Background: an optimization exercise with open tools, aiming at small area. Do not read the settings as production practice. Function was checked by simulation only, so behaviour that the tests miss may differ from the original. No activity file was given, so power comes from the tool's default toggle rates.

==> flow/design.v <==
module dff
  #(parameter [0:0] reset_val_p = 1'b0)
  (input [0:0] clk_i
  ,input [0:0] reset_i  
  ,input [0:0] d_i
  ,input [0:0] en_i
  ,output [0:0] q_o);
   logic [0:0] q_r;
   always_ff @(posedge clk_i) begin
      if(reset_i) begin  
	q_r <= reset_val_p;
      end else if (en_i) begin
	q_r <= d_i;
      end
   end
   assign q_o = q_r;
endmodule
module inv
  (input [0:0] a_i
  ,output [0:0] b_o);
   assign b_o = ~a_i;
endmodule
module mux2
  (input [0:0] a_i
  ,input [0:0] b_i
  ,input [0:0] select_i
  ,output [0:0] c_o);
  logic [0:0] c_l;
  always_comb begin
    c_l = a_i;
    if (select_i) begin
    c_l = b_i;
    end
  end
  assign c_o = c_l;
endmodule
module hex2ssd
  (input [3:0] hex_i
  ,output [6:0] ssd_o
  );
logic [6:0] ssd_l;
always_comb begin
  case (hex_i)
  4'h0 : ssd_l = 7'b1000000;  
  4'h1 : ssd_l = 7'b1111001;  
  4'h2 : ssd_l = 7'b0100100;  
  4'h3 : ssd_l = 7'b0110000;  
  4'h4 : ssd_l = 7'b0011001;  
  4'h5 : ssd_l = 7'b0010010;  
  4'h6 : ssd_l = 7'b0000010;  
  4'h7 : ssd_l = 7'b1111000;  
  4'h8 : ssd_l = 7'b0000000;  
  4'h9 : ssd_l = 7'b0011000;  
  4'hA : ssd_l = 7'b0001000;  
  4'hB : ssd_l = 7'b0000011;  
  4'hC : ssd_l = 7'b1000110;  
  4'hD : ssd_l = 7'b0100001;  
  4'hE : ssd_l = 7'b0000110;  
  4'hF : ssd_l = 7'b0001110;  
  default: ssd_l = 7'b1111111; 
  endcase
end
assign ssd_o = ssd_l;
endmodule
module counter
  #(parameter width_p = 4,
    /*verilator lint_off WIDTHTRUNC*/
    parameter [width_p-1:0] reset_val_p = '0)
    /*verilator lint_on WIDTHTRUNC*/
   (input [0:0] clk_i
   ,input [0:0] reset_i
   ,input [0:0] up_i
   ,input [0:0] down_i
   ,output [width_p-1:0] count_o);
   logic [width_p-1:0] count_l;
  always_ff @(posedge clk_i) begin
    if (reset_i)
      count_l <= reset_val_p;
    else if (up_i && !down_i)
      count_l <= count_l + 1'b1;
    else if (!up_i && down_i)
      count_l <= count_l - 1'b1;
    else
      count_l <= count_l;
  end
  assign count_o = count_l;
endmodule
module counter_sat
  #(parameter width_p = 4,
    /*verilator lint_off WIDTHTRUNC*/
    parameter [width_p-1:0] reset_val_p = '0,
    parameter [width_p-1:0] sat_val_p = '0
    )
    /*verilator lint_on WIDTHTRUNC*/
   (input [0:0] clk_i
   ,input [0:0] reset_i
   ,input [0:0] up_i
   ,input [0:0] down_i
   ,output [width_p-1:0] count_o);
  logic [width_p-1:0] count_l;
  always_ff @(posedge clk_i) begin
    if (reset_i)
      count_l <= reset_val_p;
    else if ((up_i && !down_i) && (count_l != sat_val_p))
      count_l <= count_l + 1'b1;
    else if ((!up_i && down_i) && (count_l != {width_p{1'b0}}))
      count_l <= count_l - 1'b1;
    else
      count_l <= count_l;
  end
  assign count_o = count_l;
endmodule
module debounce
  #(parameter min_delay_p = 4
    )
   (input [0:0] clk_i
   ,input [0:0] reset_i
   ,input [0:0] button_i
   ,output [0:0] button_o);
  wire [$clog2(min_delay_p):0] count_l;
  counter_sat
    #(.width_p($clog2(min_delay_p)+1),
      .reset_val_p(0),
      .sat_val_p(min_delay_p)
    )
  counter_sat_inst (
    .clk_i(clk_i),
    .reset_i(reset_i),
    .up_i(button_i),
    .down_i(~button_i),
    .count_o(count_l)
  );
  assign button_o = (count_l == (($clog2(min_delay_p)+1)'(min_delay_p)));
endmodule
module detect_edge
   (input [0:0] clk_i
   ,input [0:0] reset_i
   ,input [0:0] button_i
   ,output [0:0] button_o
   ,output [0:0] unbutton_o
   );
   logic [0:0] button_l;
   logic [0:0] unbutton_l;
   logic [0:0] prevbutton_l;
   always_ff @(posedge clk_i) begin
      if (reset_i) begin
         prevbutton_l <= 1'b0;
         button_l <= 1'b0;
         unbutton_l <= 1'b0;
      end
      else begin
         button_l <= (button_i && !prevbutton_l);
         unbutton_l <= (!button_i && prevbutton_l);
         prevbutton_l <= button_i;
      end
   end
   assign button_o = button_l;
   assign unbutton_o = unbutton_l;
endmodule
module top
  (input [0:0] clk_12mhz_i
  ,input [0:0] reset_n_async_unsafe_i
  ,input [3:1] button_async_unsafe_i
  ,output [7:0] ssd_o
  ,output [5:1] led_o);
   logic [0:0] btn1_st_r_0;
   logic [0:0] btn1_st_r_1;
   logic [0:0] btn1_st_r_2;
   logic [0:0] btn1_st_r_3;
   logic [0:0] btn2_st_r_0;
   logic [0:0] btn2_st_r_1;
   logic [0:0] btn2_st_r_2;
   logic [0:0] count_r_0;
   logic [0:0] count_r_1;
   logic [0:0] count_r_2;
   logic [0:0] count_r_3;
   logic [0:0] count_r_4;
   logic [0:0] count_r_5;
   logic [0:0] count_r_6;
   logic [0:0] count_r_7;
   logic [0:0] reset_n_sync_q;
   logic [0:0] reset_r;
   logic [0:0] thi_r_0;
   logic [0:0] thi_r_1;
   logic [0:0] thi_r_2;
   logic [0:0] thi_r_3;
   logic [0:0] thi_r_4;
   logic [0:0] thi_r_5;
   logic [0:0] thi_r_6;
   logic [0:0] thi_r_7;
   logic [0:0] thi_r_8;
   logic [0:0] tlo_r_0;
   logic [0:0] tlo_r_1;
   logic [0:0] tlo_r_10;
   logic [0:0] tlo_r_11;
   logic [0:0] tlo_r_12;
   logic [0:0] tlo_r_2;
   logic [0:0] tlo_r_3;
   logic [0:0] tlo_r_4;
   logic [0:0] tlo_r_5;
   logic [0:0] tlo_r_6;
   logic [0:0] tlo_r_7;
   logic [0:0] tlo_r_8;
   logic [0:0] tlo_r_9;
   wire [0:0] n20;
   wire [0:0] n22;
   wire [0:0] n24;
   wire [0:0] n25;
   wire [0:0] n27;
   wire [0:0] n29;
   wire [0:0] n31;
   wire [0:0] n33;
   wire [0:0] n35;
   wire [0:0] n37;
   wire [0:0] n39;
   wire [0:0] n41;
   wire [0:0] n43;
   wire [0:0] n44;
   wire [0:0] n48;
   wire [0:0] n49;
   wire [0:0] n51;
   wire [0:0] n52;
   wire [0:0] n53;
   wire [0:0] n54;
   wire [0:0] n57;
   wire [0:0] n58;
   wire [0:0] n59;
   wire [0:0] n61;
   wire [0:0] n62;
   wire [0:0] n63;
   wire [0:0] n64;
   wire [0:0] n65;
   wire [0:0] n66;
   wire [0:0] n67;
   wire [0:0] n68;
   wire [0:0] n69;
   wire [0:0] n70;
   wire [0:0] n71;
   wire [0:0] n72;
   wire [0:0] n74;
   wire [0:0] n76;
   wire [0:0] n78;
   wire [0:0] n79;
   wire [0:0] n80;
   wire [0:0] n82;
   wire [0:0] n83;
   wire [0:0] n85;
   wire [0:0] n87;
   wire [0:0] n88;
   wire [0:0] n90;
   wire [0:0] n91;
   wire [0:0] n92;
   wire [0:0] n94;
   wire [0:0] n95;
   wire [0:0] n97;
   wire [0:0] n98;
   wire [0:0] n99;
   wire [0:0] n100;
   wire [0:0] n101;
   wire [0:0] n102;
   wire [0:0] n103;
   wire [0:0] n104;
   wire [0:0] n105;
   wire [0:0] n106;
   wire [0:0] n107;
   wire [0:0] n108;
   wire [0:0] n109;
   wire [0:0] n110;
   wire [0:0] n111;
   wire [0:0] n112;
   wire [0:0] n113;
   wire [0:0] n114;
   wire [0:0] n115;
   wire [0:0] n116;
   wire [0:0] n117;
   wire [0:0] n118;
   wire [0:0] n119;
   wire [0:0] n120;
   wire [0:0] n121;
   wire [0:0] n122;
   wire [0:0] n123;
   wire [0:0] n124;
   wire [0:0] n125;
   wire [0:0] n126;
   wire [0:0] n127;
   wire [0:0] n128;
   wire [0:0] n129;
   wire [0:0] n130;
   wire [0:0] n131;
   wire [0:0] n132;
   wire [0:0] n133;
   wire [0:0] n134;
   wire [0:0] n135;
   wire [0:0] n136;
   wire [0:0] n137;
   wire [0:0] n138;
   wire [0:0] n139;
   wire [0:0] n140;
   wire [0:0] n141;
   wire [0:0] n142;
   wire [0:0] n143;
   wire [0:0] n144;
   wire [0:0] n145;
   wire [0:0] n146;
   wire [0:0] n148;
   wire [0:0] n149;
   wire [0:0] n150;
   wire [0:0] n151;
   wire [0:0] n152;
   wire [0:0] n153;
   wire [0:0] n154;
   wire [0:0] n155;
   wire [0:0] n156;
   wire [0:0] n157;
   wire [0:0] n158;
   wire [0:0] n159;
   wire [0:0] n161;
   wire [0:0] n163;
   wire [0:0] n165;
   wire [0:0] n167;
   wire [0:0] n169;
   wire [0:0] n171;
   wire [0:0] n173;
   wire [0:0] n174;
   wire [0:0] n175;
   wire [0:0] n176;
   wire [0:0] n177;
   wire [0:0] n178;
   wire [0:0] n179;
   wire [0:0] n180;
   wire [0:0] n181;
   wire [0:0] n182;
   wire [0:0] n183;
   wire [0:0] n184;
   wire [0:0] n185;
   wire [0:0] n186;
   wire [0:0] n187;
   wire [0:0] n188;
   wire [0:0] n189;
   wire [0:0] n190;
   wire [0:0] n191;
   wire [0:0] n192;
   wire [0:0] n193;
   wire [0:0] n194;
   wire [0:0] n195;
   wire [0:0] n196;
   wire [0:0] n197;
   wire [0:0] n198;
   wire [0:0] n199;
   always_ff @(posedge clk_12mhz_i) btn1_st_r_0 <= n146;
   always_ff @(posedge clk_12mhz_i) btn1_st_r_1 <= n145;
   always_ff @(posedge clk_12mhz_i) btn1_st_r_2 <= n143;
   always_ff @(posedge clk_12mhz_i) btn1_st_r_3 <= n155;
   always_ff @(posedge clk_12mhz_i) btn2_st_r_0 <= n153;
   always_ff @(posedge clk_12mhz_i) btn2_st_r_1 <= n151;
   always_ff @(posedge clk_12mhz_i) btn2_st_r_2 <= n157;
   always_ff @(posedge clk_12mhz_i) count_r_0 <= n139;
   always_ff @(posedge clk_12mhz_i) count_r_1 <= n135;
   always_ff @(posedge clk_12mhz_i) count_r_2 <= n131;
   always_ff @(posedge clk_12mhz_i) count_r_3 <= n127;
   always_ff @(posedge clk_12mhz_i) count_r_4 <= n123;
   always_ff @(posedge clk_12mhz_i) count_r_5 <= n121;
   always_ff @(posedge clk_12mhz_i) count_r_6 <= n119;
   always_ff @(posedge clk_12mhz_i) count_r_7 <= n193;
   always_ff @(posedge clk_12mhz_i) reset_n_sync_q <= reset_n_async_unsafe_i[0];
   always_ff @(posedge clk_12mhz_i) reset_r <= n43;
   always_ff @(posedge clk_12mhz_i) thi_r_0 <= n195;
   always_ff @(posedge clk_12mhz_i) thi_r_1 <= n187;
   always_ff @(posedge clk_12mhz_i) thi_r_2 <= n185;
   always_ff @(posedge clk_12mhz_i) thi_r_3 <= n183;
   always_ff @(posedge clk_12mhz_i) thi_r_4 <= n181;
   always_ff @(posedge clk_12mhz_i) thi_r_5 <= n179;
   always_ff @(posedge clk_12mhz_i) thi_r_6 <= n177;
   always_ff @(posedge clk_12mhz_i) thi_r_7 <= n175;
   always_ff @(posedge clk_12mhz_i) thi_r_8 <= n198;
   always_ff @(posedge clk_12mhz_i) tlo_r_0 <= n101;
   always_ff @(posedge clk_12mhz_i) tlo_r_1 <= n88;
   always_ff @(posedge clk_12mhz_i) tlo_r_10 <= n74;
   always_ff @(posedge clk_12mhz_i) tlo_r_11 <= n199;
   always_ff @(posedge clk_12mhz_i) tlo_r_12 <= n196;
   always_ff @(posedge clk_12mhz_i) tlo_r_2 <= n87;
   always_ff @(posedge clk_12mhz_i) tlo_r_3 <= n85;
   always_ff @(posedge clk_12mhz_i) tlo_r_4 <= n83;
   always_ff @(posedge clk_12mhz_i) tlo_r_5 <= n82;
   always_ff @(posedge clk_12mhz_i) tlo_r_6 <= n80;
   always_ff @(posedge clk_12mhz_i) tlo_r_7 <= n79;
   always_ff @(posedge clk_12mhz_i) tlo_r_8 <= n78;
   always_ff @(posedge clk_12mhz_i) tlo_r_9 <= n76;
   cell_inv u0 (.A(btn1_st_r_2), .Y(n20));
   cell_inv u1 (.A(btn1_st_r_1), .Y(n22));
   cell_inv u2 (.A(count_r_4), .Y(n24));
   cell_inv u3 (.A(thi_r_0), .Y(n25));
   cell_inv u4 (.A(count_r_1), .Y(n27));
   cell_inv u5 (.A(count_r_2), .Y(n29));
   cell_inv u6 (.A(btn2_st_r_0), .Y(n31));
   cell_inv u7 (.A(btn2_st_r_2), .Y(n33));
   cell_inv u8 (.A(tlo_r_0), .Y(n35));
   cell_inv u9 (.A(tlo_r_3), .Y(n37));
   cell_inv u10 (.A(tlo_r_5), .Y(n39));
   cell_inv u11 (.A(tlo_r_6), .Y(n41));
   cell_inv u12 (.A(reset_n_sync_q), .Y(n43));
   cell_inv u13 (.A(reset_r), .Y(n44));
   cell_and2 u14 (.A(btn1_st_r_3), .B(btn1_st_r_0), .X(led_o[4]));
   cell_a31oi u15 (.A1(btn1_st_r_3), .A2(btn1_st_r_0), .A3(btn1_st_r_2), .B1(n22), .Y(led_o[2]));
   cell_o22ai u16 (.A1(count_r_4), .A2(thi_r_0), .B1(count_r_0), .B2(n25), .Y(n48));
   cell_inv u17 (.A(n48), .Y(n49));
   cell_o22ai u18 (.A1(thi_r_0), .A2(count_r_5), .B1(n25), .B2(count_r_1), .Y(n51));
   cell_inv u19 (.A(n51), .Y(n52));
   cell_nor2 u20 (.A(n48), .B(n52), .Y(n53));
   cell_inv u21 (.A(n53), .Y(n54));
   cell_o22ai u22 (.A1(thi_r_0), .A2(count_r_7), .B1(n25), .B2(count_r_3), .Y(n57));
   cell_o21a u23 (.A1(n49), .A2(n51), .B1(n57), .X(n58));
   cell_nor2 u24 (.A(n53), .B(n58), .Y(n59));
   cell_o22ai u25 (.A1(thi_r_0), .A2(count_r_6), .B1(n25), .B2(count_r_2), .Y(n61));
   cell_inv u26 (.A(n61), .Y(n62));
   cell_nor2 u27 (.A(n57), .B(n62), .Y(n63));
   cell_nand2 u28 (.A(n48), .B(n61), .Y(n64));
   cell_o21ai u29 (.A1(n57), .A2(n61), .B1(n64), .Y(n65));
   cell_nand2 u30 (.A(n59), .B(n65), .Y(n66));
   cell_nor2 u31 (.A(n63), .B(n66), .Y(ssd_o[2]));
   cell_nor2 u32 (.A(n51), .B(n62), .Y(n67));
   cell_nor2 u33 (.A(n49), .B(n67), .Y(n68));
   cell_nor2 u34 (.A(n52), .B(n61), .Y(n69));
   cell_o22ai u35 (.A1(n67), .A2(n69), .B1(n49), .B2(n57), .Y(n70));
   cell_xor2 u36 (.A(n68), .B(n70), .X(ssd_o[3]));
   cell_nor2 u37 (.A(n59), .B(n65), .Y(ssd_o[4]));
   cell_a32o u38 (.A1(n57), .A2(n62), .A3(n53), .B1(n59), .B2(n64), .X(ssd_o[1]));
   cell_nor2 u39 (.A(n63), .B(n68), .Y(n71));
   cell_or3 u40 (.A(n63), .B(n68), .C(ssd_o[1]), .X(n72));
   cell_inv u41 (.A(n72), .Y(ssd_o[5]));
   cell_o22ai u42 (.A1(n70), .A2(n71), .B1(n54), .B2(n72), .Y(ssd_o[0]));
   cell_o21a u43 (.A1(n58), .A2(n69), .B1(n70), .X(ssd_o[6]));
   cell_and2 u44 (.A(tlo_r_9), .B(n44), .X(n74));
   cell_and2 u45 (.A(tlo_r_8), .B(n44), .X(n76));
   cell_and2 u46 (.A(tlo_r_7), .B(n44), .X(n78));
   cell_nor2 u47 (.A(n41), .B(reset_r), .Y(n79));
   cell_nor2 u48 (.A(n39), .B(reset_r), .Y(n80));
   cell_and2 u49 (.A(tlo_r_4), .B(n44), .X(n82));
   cell_nor2 u50 (.A(n37), .B(reset_r), .Y(n83));
   cell_and2 u51 (.A(tlo_r_2), .B(n44), .X(n85));
   cell_and2 u52 (.A(tlo_r_1), .B(n44), .X(n87));
   cell_nor2 u53 (.A(n35), .B(reset_r), .Y(n88));
   cell_or3 u54 (.A(tlo_r_8), .B(tlo_r_11), .C(tlo_r_9), .X(n90));
   cell_or4 u55 (.A(tlo_r_1), .B(tlo_r_2), .C(tlo_r_4), .D(tlo_r_7), .X(n91));
   cell_nand4 u56 (.A(n35), .B(n37), .C(n39), .D(n41), .Y(n92));
   cell_or4 u57 (.A(tlo_r_10), .B(n90), .C(n92), .D(n91), .X(n94));
   cell_a32oi u58 (.A1(n35), .A2(n37), .A3(n94), .B1(tlo_r_0), .B2(tlo_r_3), .Y(n95));
   cell_nand2 u59 (.A(tlo_r_2), .B(tlo_r_12), .Y(n97));
   cell_o21ai u60 (.A1(tlo_r_2), .A2(tlo_r_12), .B1(n97), .Y(n98));
   cell_nand2 u61 (.A(n95), .B(n98), .Y(n99));
   cell_o21ai u62 (.A1(n95), .A2(n98), .B1(n99), .Y(n100));
   cell_nor2 u63 (.A(reset_r), .B(n100), .Y(n101));
   cell_nor2 u64 (.A(count_r_5), .B(n29), .Y(n102));
   cell_nand2 u65 (.A(n22), .B(btn1_st_r_0), .Y(n103));
   cell_nor2 u66 (.A(n20), .B(n103), .Y(n104));
   cell_inv u67 (.A(n104), .Y(n105));
   cell_nor2 u68 (.A(btn2_st_r_0), .B(n33), .Y(n106));
   cell_inv u69 (.A(n106), .Y(n107));
   cell_or3 u70 (.A(n104), .B(n107), .C(count_r_0), .X(n108));
   cell_nor2 u71 (.A(count_r_1), .B(n108), .Y(n109));
   cell_nand2 u72 (.A(n29), .B(n109), .Y(n110));
   cell_nor2 u73 (.A(count_r_3), .B(n110), .Y(n111));
   cell_nand3 u74 (.A(n104), .B(n107), .C(count_r_0), .Y(n112));
   cell_nor2 u75 (.A(n27), .B(n112), .Y(n113));
   cell_nand2 u76 (.A(count_r_2), .B(n113), .Y(n114));
   cell_and3 u77 (.A(count_r_2), .B(n113), .C(count_r_3), .X(n115));
   cell_o22ai u78 (.A1(count_r_4), .A2(n111), .B1(n24), .B2(n115), .Y(n116));
   cell_a211o u79 (.A1(count_r_5), .A2(n29), .B1(n102), .C1(n116), .X(n117));
   cell_xor2 u80 (.A(count_r_6), .B(n117), .X(n118));
   cell_nor2 u81 (.A(reset_r), .B(n118), .Y(n119));
   cell_xor2 u82 (.A(count_r_5), .B(n116), .X(n120));
   cell_nor2 u83 (.A(reset_r), .B(n120), .Y(n121));
   cell_o21ai u84 (.A1(n111), .A2(n115), .B1(count_r_4), .Y(n122));
   cell_o311a u85 (.A1(count_r_4), .A2(n111), .A3(n115), .B1(n122), .C1(n44), .X(n123));
   cell_nand2 u86 (.A(n110), .B(n114), .Y(n124));
   cell_nand2 u87 (.A(count_r_3), .B(n124), .Y(n125));
   cell_o21ai u88 (.A1(count_r_3), .A2(n124), .B1(n125), .Y(n126));
   cell_nor2 u89 (.A(reset_r), .B(n126), .Y(n127));
   cell_nor2 u90 (.A(n109), .B(n113), .Y(n128));
   cell_nand2 u91 (.A(n29), .B(n128), .Y(n129));
   cell_o21ai u92 (.A1(n29), .A2(n128), .B1(n129), .Y(n130));
   cell_nor2 u93 (.A(reset_r), .B(n130), .Y(n131));
   cell_nand2 u94 (.A(n108), .B(n112), .Y(n132));
   cell_nand2 u95 (.A(count_r_1), .B(n132), .Y(n133));
   cell_o21ai u96 (.A1(count_r_1), .A2(n132), .B1(n133), .Y(n134));
   cell_nor2 u97 (.A(reset_r), .B(n134), .Y(n135));
   cell_o22ai u98 (.A1(n104), .A2(n107), .B1(n105), .B2(n106), .Y(n136));
   cell_nand2 u99 (.A(count_r_0), .B(n136), .Y(n137));
   cell_o21ai u100 (.A1(count_r_0), .A2(n136), .B1(n137), .Y(n138));
   cell_nor2 u101 (.A(reset_r), .B(n138), .Y(n139));
   cell_o21ai u102 (.A1(n20), .A2(btn1_st_r_0), .B1(btn1_st_r_3), .Y(n140));
   cell_nand2 u103 (.A(button_async_unsafe_i[1]), .B(n44), .Y(n141));
   cell_o21ai u104 (.A1(reset_r), .A2(n140), .B1(n141), .Y(n142));
   cell_o311a u105 (.A1(n20), .A2(btn1_st_r_1), .A3(btn1_st_r_3), .B1(n142), .C1(n103), .X(n143));
   cell_o2111a u106 (.A1(btn1_st_r_3), .A2(btn1_st_r_0), .B1(n22), .C1(n44), .D1(n140), .X(n144));
   cell_o21a u107 (.A1(btn1_st_r_0), .A2(button_async_unsafe_i[1]), .B1(n144), .X(n145));
   cell_o21a u108 (.A1(led_o[4]), .A2(n144), .B1(n142), .X(n146));
   cell_nor2 u109 (.A(btn2_st_r_1), .B(n33), .Y(n148));
   cell_nand2 u110 (.A(n31), .B(n33), .Y(n149));
   cell_o21ai u111 (.A1(button_async_unsafe_i[2]), .A2(n148), .B1(n149), .Y(n150));
   cell_nor2 u112 (.A(reset_r), .B(n150), .Y(n151));
   cell_o22ai u113 (.A1(btn2_st_r_1), .A2(button_async_unsafe_i[2]), .B1(n31), .B2(btn2_st_r_2), .Y(n152));
   cell_nor2 u114 (.A(reset_r), .B(n152), .Y(n153));
   cell_o21ai u115 (.A1(n20), .A2(btn1_st_r_1), .B1(n140), .Y(n154));
   cell_a31o u116 (.A1(button_async_unsafe_i[1]), .A2(n44), .A3(n154), .B1(n144), .X(n155));
   cell_o21ai u117 (.A1(button_async_unsafe_i[2]), .A2(n149), .B1(btn2_st_r_1), .Y(n156));
   cell_nor2 u118 (.A(reset_r), .B(n156), .Y(n157));
   cell_nor2 u119 (.A(tlo_r_12), .B(n94), .Y(n158));
   cell_and2 u120 (.A(thi_r_0), .B(n158), .X(n159));
   cell_and3 u121 (.A(thi_r_0), .B(n158), .C(thi_r_1), .X(n161));
   cell_and2 u122 (.A(thi_r_2), .B(n161), .X(n163));
   cell_and2 u123 (.A(thi_r_3), .B(n163), .X(n165));
   cell_and2 u124 (.A(thi_r_4), .B(n165), .X(n167));
   cell_and2 u125 (.A(thi_r_5), .B(n167), .X(n169));
   cell_and3 u126 (.A(thi_r_5), .B(n167), .C(thi_r_6), .X(n171));
   cell_and2 u127 (.A(thi_r_7), .B(n171), .X(n173));
   cell_o21ai u128 (.A1(thi_r_7), .A2(n171), .B1(n44), .Y(n174));
   cell_nor2 u129 (.A(n173), .B(n174), .Y(n175));
   cell_o21ai u130 (.A1(thi_r_6), .A2(n169), .B1(n44), .Y(n176));
   cell_nor2 u131 (.A(n171), .B(n176), .Y(n177));
   cell_o21ai u132 (.A1(thi_r_5), .A2(n167), .B1(n44), .Y(n178));
   cell_nor2 u133 (.A(n169), .B(n178), .Y(n179));
   cell_o21ai u134 (.A1(thi_r_4), .A2(n165), .B1(n44), .Y(n180));
   cell_nor2 u135 (.A(n167), .B(n180), .Y(n181));
   cell_o21ai u136 (.A1(thi_r_3), .A2(n163), .B1(n44), .Y(n182));
   cell_nor2 u137 (.A(n165), .B(n182), .Y(n183));
   cell_o21ai u138 (.A1(thi_r_2), .A2(n161), .B1(n44), .Y(n184));
   cell_nor2 u139 (.A(n163), .B(n184), .Y(n185));
   cell_o21ai u140 (.A1(thi_r_1), .A2(n159), .B1(n44), .Y(n186));
   cell_nor2 u141 (.A(n161), .B(n186), .Y(n187));
   cell_nand2 u142 (.A(count_r_6), .B(n105), .Y(n188));
   cell_o21ai u143 (.A1(count_r_6), .A2(n105), .B1(n188), .Y(n189));
   cell_nor2 u144 (.A(n117), .B(n189), .Y(n190));
   cell_nand2 u145 (.A(count_r_7), .B(n190), .Y(n191));
   cell_o21ai u146 (.A1(count_r_7), .A2(n190), .B1(n191), .Y(n192));
   cell_nor2 u147 (.A(reset_r), .B(n192), .Y(n193));
   cell_o21ai u148 (.A1(thi_r_0), .A2(n158), .B1(n44), .Y(n194));
   cell_nor2 u149 (.A(n159), .B(n194), .Y(n195));
   cell_nand2 u150 (.A(tlo_r_11), .B(n44), .Y(n196));
   cell_nor2 u151 (.A(thi_r_8), .B(n173), .Y(n197));
   cell_a311oi u152 (.A1(thi_r_7), .A2(n171), .A3(thi_r_8), .B1(reset_r), .C1(n197), .Y(n198));
   cell_and2 u153 (.A(tlo_r_10), .B(n44), .X(n199));
   assign ssd_o[7] = thi_r_0;
   assign led_o[1] = reset_r;
   assign led_o[3] = thi_r_0;
   assign led_o[5] = thi_r_8;
endmodule
module cell_a211o (input [0:0] A1, input [0:0] A2, input [0:0] B1, input [0:0] C1, output [0:0] X);
   assign X = (A1&A2) | (B1) | (C1);
endmodule
module cell_a311oi (input [0:0] A1, input [0:0] A2, input [0:0] A3, input [0:0] B1, input [0:0] C1, output [0:0] Y);
   assign Y = (~A1&~B1&~C1) | (~A2&~B1&~C1) | (~A3&~B1&~C1);
endmodule
module cell_a31o (input [0:0] A1, input [0:0] A2, input [0:0] A3, input [0:0] B1, output [0:0] X);
   assign X = (A1&A2&A3) | (B1);
endmodule
module cell_a31oi (input [0:0] A1, input [0:0] A2, input [0:0] A3, input [0:0] B1, output [0:0] Y);
   assign Y = (~A1&~B1) | (~A2&~B1) | (~A3&~B1);
endmodule
module cell_a32o (input [0:0] A1, input [0:0] A2, input [0:0] A3, input [0:0] B1, input [0:0] B2, output [0:0] X);
   assign X = (A1&A2&A3) | (B1&B2);
endmodule
module cell_a32oi (input [0:0] A1, input [0:0] A2, input [0:0] A3, input [0:0] B1, input [0:0] B2, output [0:0] Y);
   assign Y = (~A1&~B1) | (~A1&~B2) | (~A2&~B1) | (~A3&~B1) | (~A2&~B2) | (~A3&~B2);
endmodule
module cell_and2 (input [0:0] A, input [0:0] B, output [0:0] X);
   assign X = (A&B);
endmodule
module cell_and3 (input [0:0] A, input [0:0] B, input [0:0] C, output [0:0] X);
   assign X = (A&B&C);
endmodule
module cell_inv (input [0:0] A, output [0:0] Y);
   assign Y = (~A);
endmodule
module cell_nand2 (input [0:0] A, input [0:0] B, output [0:0] Y);
   assign Y = (~A) | (~B);
endmodule
module cell_nand3 (input [0:0] A, input [0:0] B, input [0:0] C, output [0:0] Y);
   assign Y = (~A) | (~B) | (~C);
endmodule
module cell_nand4 (input [0:0] A, input [0:0] B, input [0:0] C, input [0:0] D, output [0:0] Y);
   assign Y = (~A) | (~B) | (~C) | (~D);
endmodule
module cell_nor2 (input [0:0] A, input [0:0] B, output [0:0] Y);
   assign Y = (~A&~B);
endmodule
module cell_o2111a (input [0:0] A1, input [0:0] A2, input [0:0] B1, input [0:0] C1, input [0:0] D1, output [0:0] X);
   assign X = (A1&B1&C1&D1) | (A2&B1&C1&D1);
endmodule
module cell_o21a (input [0:0] A1, input [0:0] A2, input [0:0] B1, output [0:0] X);
   assign X = (A1&B1) | (A2&B1);
endmodule
module cell_o21ai (input [0:0] A1, input [0:0] A2, input [0:0] B1, output [0:0] Y);
   assign Y = (~A1&~A2) | (~B1);
endmodule
module cell_o22ai (input [0:0] A1, input [0:0] A2, input [0:0] B1, input [0:0] B2, output [0:0] Y);
   assign Y = (~B1&~B2) | (~A1&~A2);
endmodule
module cell_o311a (input [0:0] A1, input [0:0] A2, input [0:0] A3, input [0:0] B1, input [0:0] C1, output [0:0] X);
   assign X = (A1&B1&C1) | (A2&B1&C1) | (A3&B1&C1);
endmodule
module cell_or3 (input [0:0] A, input [0:0] B, input [0:0] C, output [0:0] X);
   assign X = (A) | (B) | (C);
endmodule
module cell_or4 (input [0:0] A, input [0:0] B, input [0:0] C, input [0:0] D, output [0:0] X);
   assign X = (A) | (B) | (C) | (D);
endmodule
module cell_xor2 (input [0:0] A, input [0:0] B, output [0:0] X);
   assign X = (A&~B) | (~A&B);
endmodule
==> flow/run.sh <==
#!/bin/bash
# synth_recipe.tcl (not shown) runs the flow's synth.tcl, then flattens the netlist and writes it again
# the make line also repeats each setting of config.mk as NAME=value (left out here)
make -C /OpenROAD-flow-scripts/flow DESIGN_CONFIG=/design/flow/config.mk WORK_HOME=/design/flow/orfs CLKGATE_MAP_FILE= SYNTH_SCRIPT=/design/flow/synth_recipe.tcl finish
==> flow/config.mk <==
export PLATFORM = sky130hd
export DESIGN_NAME = top
export DESIGN_NICKNAME = top
export VERILOG_FILES = /design/flow/design.v
export SDC_FILE = /design/flow/constraint.sdc
export NUM_CORES = 4
export LEC_CHECK = 0
export CAP_MARGIN = 20
export CORE_MARGIN = 2
export CORE_UTILIZATION = 40
export CTS_BUF_LIST = sky130_fd_sc_hd__clkbuf_4
export CTS_CLUSTER_DIAMETER = 200
export CTS_CLUSTER_SIZE = 50
export SLEW_MARGIN = 20
export SYNTH_HIERARCHICAL = 1
export SYNTH_MINIMUM_KEEP_SIZE = 0
==> flow/constraint.sdc <==
create_clock -name core_clock -period 10.0 [get_ports {clk_12mhz_i}]
set_input_delay 2.0000 -clock core_clock [delete_from_list [all_inputs] [get_ports {clk_12mhz_i}]]
set_output_delay 2.0000 -clock core_clock [all_outputs]
set_load 0.01 [all_outputs]
==> notes.md <==
## power groups by stage
stage | clock network [W] | registers [W] | logic [W]
2_1_floorplan | 0 | 0.000168 | 0.0000185
3_5_place_dp | 0 | 0.000169 | 0.0000271
6_report | 0.0000784 | 0.000166 | 0.0000274
5_1_grt | 0.0000895 | 0.000167 | 0.0000306
3_3_place_gp | 0 | 0.000169 | 0.0000261
4_1_cts | 0.0000829 | 0.000166 | 0.0000272
## per-module statistics from Yosys (local to each module, per instance), excerpt
module / cell area, sq um / cells / flip-flops and latches
cell_a32o: 10.01 / 1 / 0
cell_a32oi: 8.758 / 1 / 0
cell_and3: 6.256 / 1 / 0
cell_inv: 3.754 / 1 / 0
cell_nand3: 5.005 / 1 / 0
cell_nand4: 6.256 / 1 / 0
cell_o21a: 7.507 / 1 / 0
cell_o22ai: 6.256 / 1 / 0
cell_or3: 6.256 / 1 / 0
cell_xor2: 8.758 / 1 / 0
top: 810.8 / 43 / 39
## path summary, 6_finish.rpt
check	slack [ps]	endpoint	startpoint
worst min register to register	370	reset_r$_DFF_P_	reset_n_sync_q$_DFF_P_
worst min-delay path	370	reset_r$_DFF_P_	reset_n_sync_q$_DFF_P_
worst max register to register	6990	thi_r_8$_DFF_P_	tlo_r_2$_DFF_P_
worst max-delay path	5050	ssd_o[0]	thi_r_0$_DFF_P_
## cell type report
cell class	instances	area, sq um
clock buffers	5	37.54
multi-input cells	133	690.7
well taps	48	60.06
repair buffers	16	160.2
flip-flops and latches	39	780.7
inverters	21	78.83
fillers	369	1888
clock inverters	3	20.02
## per-layer routing
metal	wire [um]	share of wire, %
met3	93	3.3
met1	1333	47
met2	1344	48
met4	35	1.2
met5	0	0
## metrics by stage
stage,power [W],utilization (%)
floorplan,0.0001862,-
global route,0.0002868,49.19
finish,0.0002714,49.19
CTS,0.0002758,49.19
global placement,0.0001950,47.64
detailed placement,0.0001962,47.64
## Yosys cell counts
library cell	count	area, sq um
inv_1	21	78.83
o22ai_1	9	56.30
a32o_1	1	10.01
xor2_1	3	26.28
and2_1	14	87.58
nand2_1	18	67.56
o2111a_1	1	11.26
buf_4	4	30.03
a31o_1	1	8.760
or4_1	2	15.01
nor2_1	43	161.4
o21ai_1	23	115.1
dfxtp_1	39	780.8
nand3_1	1	5.000
and3_1	3	18.77
a32oi_1	1	8.760
or3_1	3	18.77
a31oi_1	1	6.260
a311oi_1	1	8.760
a211o_1	1	8.760
o21a_1	4	30.03
o311a_1	2	20.02
nand4_1	1	6.260
## cells by family (layout without fill, tap and decap cells)
family | after synthesis | in the layout | share of synthesized area, %
AO/OA/AOI/OAI | 45 | 45 | 17.97
XOR/XNOR | 3 | 3 | 1.663
buffers and inverters | 25 | 45 | 6.889
flip-flops | 39 | 39 | 49.41
AND/OR/NAND/NOR | 85 | 85 | 24.07
==> impl_metrics.toml <==
[cts]
cts_tree = "done"
ctsHoldBuffers = 0
root_buffer = "clkbuf_4"
clock_path_buffers = 2
post_cts_buffers = 0
insertion_delay_ps = 330
cts.clk_slew.worst_paths_ps = 110
cts_made_buffers = 5
clock-sinks = 39
cts_resized = 0
h-tree-depth = 2

[outcome]
status = "timing/DRC/antenna clean"

[global_routing]
gr-usage-met1_pct = 16.98
globalRouteTotalUtil_pct = 14.66
grt_pass1_vias = 1203
grt_pass1_wl_mm = 4.961
grt_most_used_layer = "met2"
grt_max_degree = 21
grt_overflow_total = 0
use_met3_pct = 4.054
antenna_found_initial = 0
use_met2_pct = 25.25

[drt]
finalWirelength_mm = 2.807
via_per_inst = 4.879
first_pass_iters = 4
wl_per_cell_um = 10.59
remaining_drc_errors = 0
ant_nets = 0
via_count = 1293
first_iter_violations = 66

[floorplan]
die_x_um = 66.86
die-area_sq_um = 4470
num_rows = 22
core_sq_um = 3716
die_h_um = 66.86
io_pins = 18
initial_utilization_pct = 42.53

[timing]
setup_slack_ps = 5048
slew_headroom_pct = 52.35
worst_hold_slack_ps = 371.8
tightest_slew_ps = 713.7
rsz0062_at_grt = "no"
timing.fmax_ghz = 0.2020
fin_crit_sh_pct = 49.52
hold_violations = 0
drv_slew = 0
setup_viol = 0
period_needed_ps = 4952
finClkSkew_ps = 3.965
tns_ps = 0

[place]
hpwl_mm = 2.047
dp_slack_ps = 5431
placed_cells = 257
io_buffers = 16
place.gp.congestion = 0.8212
placed_cell_area_sq_um = 1770

[setup_path]
crit_path_max_incr_delay_ps = 550
cp_data_required_time_ps = 8000
critical_path.top_delay_family = "buffers and inverters"
ff2ff_path_depth = 11
cp_num_buf_inv = 3
worstSetupStartpointType = "flop"
cp_max_fo = 10
path_cells = "inv_1 > o22ai_1 > inv_1 > nor2_1 > nor2_1 > a32o_1 > or3_1 > o22ai_1 > clkdlybuf4s50_1"
slowest_stage = "clkdlybuf4s50_1"
crit_arrival_ps = 2950
end_kind = "output pin"
worstSetupPathType = "flop to output pin"
cp.depth = 9

[finish]
final_cell_mix = "nor2_1, dfxtp_1, o21ai_1, inv_1, nand2_1"
layout_commonest_cell = "nor2_1"
instances_no_fill = 265
drive_above_1_share_pct = 3.226
diodes = 0
fin_nets = 221
fin_area_sq_um = 1828
areaGrowthSynthToFinish_pct = 15.68

[logic_synthesis]
synth_area_sq_um = 1580
avgSynthCellArea_sq_um = 8.022
synth_cell_types = 23
yosysSeqAreaShare_pct = 49.41
synth_nets = 202
yosysWarnings = 7
syn_inst = 197
ys_ff_latch = 39

[power]
p_leak_nw = 0.7588
p_switching_w = 0.00007024
internal-power_w = 0.0002011
seqPwrFrac_pct = 61.0
power_density_nw_per_um2 = 148.5
p_sw_share_pct = 25.88
p_clk_share_pct = 28.9
peakVddDrop_mv = 0.08100
p_comb_share_pct = 10.1

[hold_path]
whs_path_depth = 1
worstHoldPathType = "flop to flop"

[job]
maxCapViolations = 0
